Context: an optimization exercise on an open-source flow, tuned for small area and a short achievable clock period. The choices shown serve that exercise and are no tape-out recipe.
Only simulation tests tie the RTL to the original design; equivalence was not proved.
Power figures rest on the tool's default switching activity, not on a simulated workload.

// EX
module EX (
    input clk,
    input rst_n,
    input en,
    input stage_ID_EX__EX_regwrite,
    input stage_ID_EX__EX_memtoreg,
    input stage_ID_EX__EX_memread,
    input stage_ID_EX__EX_memwrite,
    input stage_ID_EX__EX_alusrc,
    input [1:0] stage_ID_EX__EX_aluop,
    input stage_ID_EX__EX_regdst,
    input stage_ID_EX__EX_sys_en,
    input [31:0]stage_ID_EX__EX_rs_data,
    input [31:0]stage_ID_EX__EX_rt_data,
    input [4:0]stage_ID_EX__EX_rs_id,
    input [4:0]stage_ID_EX__EX_rt_id,
    input [4:0]stage_ID_EX__EX_rd_id,
    input [31:0]stage_ID_EX__EX_sign_ext,
    input [2:0]stage_ID_EX__EX_funct3,
    input sys__EX_done,
    output reg stage_EX_MEM__MEM_regwrite,
    output reg stage_EX_MEM__MEM_memtoreg,
    output reg stage_EX_MEM__MEM_memread,
    output reg stage_EX_MEM__MEM_memwrite,
    output reg [31:0] stage_EX_MEM__MEM_alures,
    output reg [31:0] stage_EX_MEM__MEM_store_data,
    output reg [4:0]  stage_EX_MEM__MEM_rd_id,
    output EX__HDUbr_regwrite,
    output EX__HDU_memread,
    output [4:0] EX__HDU_HDUbr_rd_id,
    output EX_stall_for_sys,
    input  FU__EX_rs_wb,
    input  FU__EX_rs_mem,
    input  FU__EX_rt_wb,
    input  FU__EX_rt_mem,
    input [31:0]  WB__EX_for_help,
    input [31:0]  MEM__EX_for_help
);
For scale: roughly 74 flip-flops.
Settings: LEC_CHECK=0, ABC_AREA=1, CAP_MARGIN=20, CORE_MARGIN=2, CORE_UTILIZATION=40, SLEW_MARGIN=20; clock period 5.2 ns.
standard.sh (not shown) runs the stock make flow with config.mk's settings and CLKGATE_MAP_FILE= SYNTH_SCRIPT=/design/flow/synth_recipe.tcl, a recipe that flattens the netlist after the stock synthesis.
==> flow/flow/run.sh <==
#!/bin/bash
# Standard layout, but buffer the ports with the smallest buffer cell.
set -o pipefail
bash standard.sh BUFFER_PORTS_ARGS="-buffer_cell sky130_fd_sc_hd__buf_1" finish > flow_standard.log 2>&1
The starting point produced a clean layout.
Edit:
--- a/flow/design.v
+++ b/flow/design.v
@@ -33,22 +33,16 @@
     input  FU__EX_rs_mem,
     input  FU__EX_rt_wb,
     input  FU__EX_rt_mem,
     input [31:0]  WB__EX_for_help,
     input [31:0]  MEM__EX_for_help
 );
-wire rs_m = FU__EX_rs_mem;
-wire rs_w = ~FU__EX_rs_mem & FU__EX_rs_wb;
-wire rs_d = ~FU__EX_rs_mem & ~FU__EX_rs_wb;
-wire rt_m = FU__EX_rt_mem;
-wire rt_w = ~FU__EX_rt_mem & FU__EX_rt_wb;
-wire rt_d = ~FU__EX_rt_mem & ~FU__EX_rt_wb;
-wire [31:0] rs = (MEM__EX_for_help & {32{rs_m}}) | (WB__EX_for_help & {32{rs_w}}) |
-                 (stage_ID_EX__EX_rs_data & {32{rs_d}});
-wire [31:0] rt = (MEM__EX_for_help & {32{rt_m}}) | (WB__EX_for_help & {32{rt_w}}) |
-                 (stage_ID_EX__EX_rt_data & {32{rt_d}});
+wire [31:0] rs = FU__EX_rs_mem ? MEM__EX_for_help :
+                 (FU__EX_rs_wb ? WB__EX_for_help : stage_ID_EX__EX_rs_data);
+wire [31:0] rt = FU__EX_rt_mem ? MEM__EX_for_help :
+                 (FU__EX_rt_wb ? WB__EX_for_help : stage_ID_EX__EX_rt_data);
 wire [31:0] b  = stage_ID_EX__EX_alusrc ? stage_ID_EX__EX_sign_ext : rt;
 wire [4:0] op = {stage_ID_EX__EX_aluop, stage_ID_EX__EX_funct3};
 wire op_add = (op == 5'b00000) | (op == 5'b01000);
 wire op_sub = (op == 5'b10000);
 wire op_sll = (op == 5'b01001);
 wire op_srl = (op == 5'b01101);
The new run produced a clean layout.
Non-clock buffer count went up by 11.
Clock-buffer cell count goes up by 1.
Sequential cell count is unchanged.
Wire length is higher by a few percent.
Power goes up by a few percent.
Sequential share of layout area drops by 0.32 points.
Synthesized area rises by a few percent.
Worst hold slack is about the same.
Sequential power went up slightly.
Die area is higher slightly.
Synthesized cell count grows by a few percent.
Setup slack loses 200 ps.
Critical path depth shrinks by 1.

==> static timing again, ports no longer ideal <==
The flow's constraints put no driver on any port. The routed layouts listed below were extracted and timed again, unchanged, in two steps. Step 1 sets driving cells, clkbuf_16 on the clock port and buf_2 on the other inputs (assumed; they add their load-dependent delay and slew). Step 2 moves the port delays by t, midway between the first and last clock arrival at a register: inputs arrive t later, outputs are due t later. That takes back most of the time a late clock gives input paths. Slacks: ideal ports / drivers / drivers and shift; pairs: ideal ports / drivers.
run	t, ns	setup slack, ns	latest minus earliest clock arrival (ns)	worst register clock-pin slew, ns	worst data-port slew with drivers (ns)
the first run	0.400	0.951 / 0.975 / 0.574	0.016 / 0.017	0.08 / 0.08	0.11
the second run	0.389	0.750 / 0.752 / 0.363	0.011 / 0.011	0.07 / 0.07	0.08
After both steps every run listed still meets setup and hold. The setup slack of the second run, which loses most, moves by +0.002 ns with the drivers and by -0.387 ns with both steps.
